Source: an optimization exercise on an open RTL-to-GDS flow (aim: small area). Production flows keep margins and buffers that such runs may drop. Only simulation tests tie the RTL to the original design; equivalence was not proved. Power is estimated from default activity; no workload was simulated.

==> flow/design.v (excerpt) <==
module NEO (Enable, Load, clk, rst, Full, Data_out, Data_in, write_en);
For scale: about 1200 cells after synthesis, about 65 flip-flops, ~0.012 mm2 of cells after synthesis.
make LEC_CHECK=0 CAP_MARGIN=20 CORE_MARGIN=2 CORE_UTILIZATION=40 SLEW_MARGIN=20 SYNTH_HIERARCHICAL=1 finish   # period 9.0 ns
run.sh (not shown) runs the stock make flow with config.mk's settings and CLKGATE_MAP_FILE= SYNTH_SCRIPT=/design/flow/synth_recipe.tcl, a recipe that flattens the netlist after the stock synthesis.
The baseline finished clean.
Then changed:
==> flow/flow/run.sh (new file) <==
#!/bin/bash
# Own layout flow: the standard ORFS flow, with the port buffers made
# with the smallest buffer cell instead of the default choice.
set -euo pipefail
export BUFFER_PORTS_ARGS="-buffer_cell sky130_fd_sc_hd__buf_1"
bash standard.sh synth > synth.log 2>&1
bash standard.sh finish > layout.log 2>&1
==> flow/standard.sh (new file) <==
#!/bin/bash
# synth_recipe.tcl (not shown) runs the flow's synth.tcl, then flattens the netlist and writes it again
# the make line also repeats each setting of config.mk as NAME=value (left out here)
make -C /OpenROAD-flow-scripts/flow DESIGN_CONFIG=/design/flow/config.mk WORK_HOME=/design/flow/orfs CLKGATE_MAP_FILE= SYNTH_SCRIPT=/design/flow/synth_recipe.tcl "${@:-finish}"
removed: flow/run.sh
=> Sequential share of layout area rises by 0.38 points. Area after synthesis stays the same. Global-route usage falls by 0.45 points. Total power falls by 13%. Via count falls by 0.39%. Maximum frequency rises by 0.40%. Setup slack is better by 35 ps. Cell area falls by 3.9%. Routed wire length falls by 2.5%. Worst hold slack stays flat.
Then changed:
--- a/flow/flow/run.sh
+++ b/flow/flow/run.sh
@@ -5,0 +6,2 @@
+export REMOVE_ABC_BUFFERS=1
+export GPL_TIMING_DRIVEN=0
=> The new run finished with timing, DRC and antenna clean; sequential share of layout area stays flat; sequential power is about the same; via count falls by 0.70%; clock power rises by 17%; global-route usage falls by 1.6 points; combinational power falls by about 0.5%; power rises by 3.9%; routed wire length falls by 5.8%; setup slack loses 74 ps.
Then changed:
==> flow/run.sh (new file) <==
#!/bin/bash
# synth_recipe.tcl (not shown) runs the flow's synth.tcl, then flattens the netlist and writes it again
# the make line also repeats each setting of config.mk as NAME=value (left out here)
make -C /OpenROAD-flow-scripts/flow DESIGN_CONFIG=/design/flow/config.mk WORK_HOME=/design/flow/orfs CLKGATE_MAP_FILE= SYNTH_SCRIPT=/design/flow/synth_recipe.tcl finish
--- a/flow/config.mk
+++ b/flow/config.mk
@@ -8 +8 @@
-export CAP_MARGIN = 20
+export CAP_MARGIN = 0
@@ -11 +11 @@
-export SLEW_MARGIN = 20
+export SLEW_MARGIN = 0
removed: flow/flow/run.sh
removed: flow/standard.sh
The changed run finished with timing, DRC and antenna clean.
Cell area rose by a few percent.
Power rose by roughly a tenth.
Count of clock-buffer cells in the layout rose by 1.

---

== 08-04 ==
Another version of the RTL of NEO (not shown whole).
Size: ~65 flip-flops, roughly 54 I/O pins.
clock: 9.0 ns
lec_check: 0
cap_margin: 20
core_margin: 2
core_utilization: 40
slew_margin: 20
synth_hierarchical: 1
standard.sh (not shown) runs the stock make flow with config.mk's settings and CLKGATE_MAP_FILE= SYNTH_SCRIPT=/design/flow/synth_recipe.tcl, a recipe that flattens the netlist after the stock synthesis.
==> flow/flow/run.sh <==
#!/bin/bash
# Own layout flow: the standard ORFS flow (standard.sh, unchanged
# synthesis), with these changes to the layout steps:
#  - port buffers use the smallest buffer cell (every port still gets one);
#  - ABC's buffers are removed at floorplan and global placement is not
#    timing driven (no gain-based rebuffering; timing repair still runs);
#  - clock tree built from small clock buffers, without dummy loads;
#  - no repair after global routing (its parasitic estimate is pessimistic);
#    instead the post-CTS timing repair aims 0.25 ns above zero slack.
# Each step's output goes to its own log here; ORFS's own logs are under orfs/logs.
set -euo pipefail
export BUFFER_PORTS_ARGS="-buffer_cell sky130_fd_sc_hd__buf_1"
export REMOVE_ABC_BUFFERS=1
export GPL_TIMING_DRIVEN=0
export SKIP_INCREMENTAL_REPAIR=1
export SETUP_SLACK_MARGIN=0.25
export CTS_ARGS="-sink_clustering_enable -repair_clock_nets -dont_use_dummy_load -buf_list sky130_fd_sc_hd__clkbuf_4 -root_buf sky130_fd_sc_hd__clkbuf_8"
bash standard.sh synth > synth.log 2>&1
bash standard.sh finish > layout.log 2>&1
08-04 | status: complete | timing, DRC, antenna: pass
For 08-28, these inputs were changed with respect to 08-04:
-- flow/flow/run.sh --
<<< 08-04, line 9
#    instead the post-CTS timing repair aims 0.25 ns above zero slack.
>>> 08-28, line 9
#    instead the post-CTS timing repair aims 0.1 ns above zero slack.
<<< 08-04, line 16
export SETUP_SLACK_MARGIN=0.25
>>> 08-28, line 16
export SETUP_SLACK_MARGIN=0.1
Findings:
- Summary — non-clock buffering overhead in the final layout, 08-28 relative to 08-04: lower, by 0.20 points.
- Cmp 08-04 and 08-28 / final critical delay including setup and external delays / lower: 08-04
- Design area of 08-04 is on par with 08-28.

---

Setup of v29:
Another version of the RTL of NEO (not shown whole).
Size: about 1300 cells after synthesis, ~65 flip-flops, ~0.012 mm² of cells after synthesis.
Settings: LEC_CHECK=0, CAP_MARGIN=20, CORE_MARGIN=2, CORE_UTILIZATION=40, SLEW_MARGIN=20, SYNTH_HIERARCHICAL=1; clock period 9.0 ns.
==> flow/flow/run.sh <==
#!/bin/bash
# Own layout flow: the standard ORFS flow (standard.sh, unchanged
# synthesis), with these changes to the layout steps:
#  - port buffers use the smallest buffer cell (every port still gets one);
#  - ABC's buffers are removed at floorplan and global placement is not
#    timing driven (no gain-based rebuffering; timing repair still runs);
#  - clock tree built from small clock buffers, without dummy loads.
# Each step's output goes to its own log here; ORFS's own logs are under orfs/logs.
set -euo pipefail
export BUFFER_PORTS_ARGS="-buffer_cell sky130_fd_sc_hd__buf_1"
export REMOVE_ABC_BUFFERS=1
export GPL_TIMING_DRIVEN=0
export SKIP_INCREMENTAL_REPAIR=1
export SETUP_SLACK_MARGIN=0.1
export CTS_ARGS="-sink_clustering_enable -repair_clock_nets -dont_use_dummy_load -buf_list sky130_fd_sc_hd__clkbuf_4 -root_buf sky130_fd_sc_hd__clkbuf_8"
bash standard.sh synth > synth.log 2>&1
bash standard.sh finish > layout.log 2>&1
In summary, v29 completed successfully, with a layout that passed the timing, design-rule and antenna checks.
Edits applied to the flow inputs when going from v29 to v46:
diff --git a/flow/flow/run.sh b/flow/flow/run.sh
--- a/flow/flow/run.sh
+++ b/flow/flow/run.sh
@@ -13,3 +13,3 @@
 export SKIP_INCREMENTAL_REPAIR=1
-export SETUP_SLACK_MARGIN=0.1
+export SKIP_CTS_REPAIR_TIMING=1
 export CTS_ARGS="-sink_clustering_enable -repair_clock_nets -dont_use_dummy_load -buf_list sky130_fd_sc_hd__clkbuf_4 -root_buf sky130_fd_sc_hd__clkbuf_8"
## What came out
According to the power report, total power for v46 is lower than for v29. Diff v29..v46 | clock-pin slew on the worst setup and hold paths | negligible. Non-clock buffer area fraction after layout delta (v29 -> v46): insignificant. Cmp v46 vs v29: power density over the cells lower in v46. Relative to v29, post-layout worst setup margin decreased by 0.93 ns in v46. Across v29 and v46, a clean result was obtained everywhere but in v46.
## Diff of input files: v44 against v46
- changing CORE_UTILIZATION from 40 to 60
- setting PLACE_DENSITY to 0.75 for the first time
diff --git a/flow/flow/run.sh b/flow/flow/run.sh
--- a/flow/flow/run.sh
+++ b/flow/flow/run.sh
@@ -6,3 +6,5 @@
 #    timing driven (no gain-based rebuffering; timing repair still runs);
-#  - clock tree built from small clock buffers, without dummy loads.
+#  - clock tree built from small clock buffers, without dummy loads;
+#  - no repair after global routing (its parasitic estimate is pessimistic);
+#    instead the post-CTS timing repair aims 0.1 ns above zero slack.
 # Each step's output goes to its own log here; ORFS's own logs are under orfs/logs.
@@ -13,3 +15,3 @@
 export SKIP_INCREMENTAL_REPAIR=1
-export SKIP_CTS_REPAIR_TIMING=1
+export SETUP_SLACK_MARGIN=0.1
 export CTS_ARGS="-sink_clustering_enable -repair_clock_nets -dont_use_dummy_load -buf_list sky130_fd_sc_hd__clkbuf_4 -root_buf sky130_fd_sc_hd__clkbuf_8"
### Flow results
Between v44 and v46, it is v44 whose part of the total power dissipated in the clock network is lower, by 0.2 points.
Compared with v46, detailed-route wire length in v44 decreased by a few percent.
Min setup slack across v46 and v44: v46
Ratio of cells with drive above 1 in the final layout, v46 and v44: lower on v46
Sort v46 and v44 by met1 routed wirelength after detailed routing, ascending, and v44 comes first.
v44: done, clean on timing, DRC and antenna
--- input diff v44..v26 ---
- PLACE_DENSITY removed (was 0.75)
- CORE_UTILIZATION changed from 60 to 40
diff --git a/flow/flow/run.sh b/flow/flow/run.sh
--- a/flow/flow/run.sh
+++ b/flow/flow/run.sh
@@ -6,5 +6,3 @@
 #    timing driven (no gain-based rebuffering; timing repair still runs);
-#  - clock tree built from small clock buffers, without dummy loads;
-#  - no repair after global routing (its parasitic estimate is pessimistic);
-#    instead the post-CTS timing repair aims 0.1 ns above zero slack.
+#  - clock tree built from small clock buffers, without dummy loads.
 # Each step's output goes to its own log here; ORFS's own logs are under orfs/logs.
@@ -15,3 +13,3 @@
 export SKIP_INCREMENTAL_REPAIR=1
-export SETUP_SLACK_MARGIN=0.1
+export SETUP_SLACK_MARGIN=0.2
 export CTS_ARGS="-sink_clustering_enable -repair_clock_nets -dont_use_dummy_load -buf_list sky130_fd_sc_hd__clkbuf_4 -root_buf sky130_fd_sc_hd__clkbuf_8"
==> comparison <==
v26 ended with every stage complete and zero timing, DRC or antenna violations. Wire length on met2 in v26 vs v44: up 3.3%. [v26] average wire per standard cell fell 4.9% relative to v44. Compared v26 against v44; power consumption within noise. As of v26, cell count after placement had risen by a little under 10% compared to v44. Delta (v26 minus v44): utilization -19 points; xor-xnor portion of the synthesized cell area ~0 delta. In the reports for v44 and v26, the larger wire length after detailed routing belongs to v26.
[inputs] v11 vs v26
diff --git a/flow/flow/run.sh b/flow/flow/run.sh
--- a/flow/flow/run.sh
+++ b/flow/flow/run.sh
@@ -6,3 +6,5 @@
 #    timing driven (no gain-based rebuffering; timing repair still runs);
-#  - clock tree built from small clock buffers, without dummy loads.
+#  - clock tree built from small clock buffers, without dummy loads;
+#  - no repair after global routing (its parasitic estimate is pessimistic);
+#    instead the post-CTS timing repair aims 0.1 ns above zero slack.
 # Each step's output goes to its own log here; ORFS's own logs are under orfs/logs.
@@ -13,3 +15,3 @@
 export SKIP_INCREMENTAL_REPAIR=1
-export SETUP_SLACK_MARGIN=0.2
+export SETUP_SLACK_MARGIN=0.1
 export CTS_ARGS="-sink_clustering_enable -repair_clock_nets -dont_use_dummy_load -buf_list sky130_fd_sc_hd__clkbuf_4 -root_buf sky130_fd_sc_hd__clkbuf_8"
==> notes.md <==
Between v11 and v26, the global routing met2 resource utilization does not differ in any meaningful way.
Diff v11..v26 | tapcell count | unchanged
Maximum resistive drop on vdd: v11 vs v26 down 3.7%

[re-timing with driven ports]
No port has a modelled driver above. Below, the same layouts with a new extraction and two added sets of constraints.
Step 1 assumes that a clkbuf_16 drives the clock port and a buf_2 every other input.
Step 2 also shifts input and output timing later by t, the mid clock arrival at the registers, as if the neighbouring blocks saw the same clock.
Slacks: no drivers / after step 1 / after step 2; pairs: no drivers / after step 1.
| run | t (ns) | setup WS [ns] | worst hold slack (ns) | pins driven straight from the clock port |
|---|---|---|---|---|
| the first run of note 1 | 0.357 | 0.317 / 0.283 / 0.640 | 0.448 / 0.448 / 0.448 | 1 |
| the second run of note 1 | 0.354 | 0.352 / 0.322 / 0.676 | 0.448 / 0.448 / 0.448 | 1 |
| the third run of note 1 | 0.352 | 0.278 / 0.246 / 0.598 | 0.445 / 0.445 / 0.445 | 1 |
| the fourth run of note 1 | 0.357 | 0.317 / 0.283 / 0.640 | 0.448 / 0.448 / 0.448 | 1 |
| 08-04 | 0.360 | 0.252 / 0.220 / 0.580 | 0.461 / 0.461 / 0.461 | 1 |
| 08-28 | 0.359 | 0.133 / 0.101 / 0.460 | 0.458 / 0.458 / 0.458 | 1 |
| v29 | 0.369 | 0.211 / 0.178 / 0.547 | 0.451 / 0.451 / 0.451 | 1 |
| v46 | 0.367 | -0.719 / -0.753 / -0.385 | 0.454 / 0.454 / 0.454 | 1 |
| v44 | 0.374 | 0.155 / 0.124 / 0.498 | 0.427 / 0.427 / 0.427 | 1 |
| v26 | 0.370 | 0.244 / 0.211 / 0.582 | 0.449 / 0.449 / 0.449 | 1 |
| v11 | 0.369 | 0.211 / 0.178 / 0.547 | 0.451 / 0.451 / 0.451 | 1 |
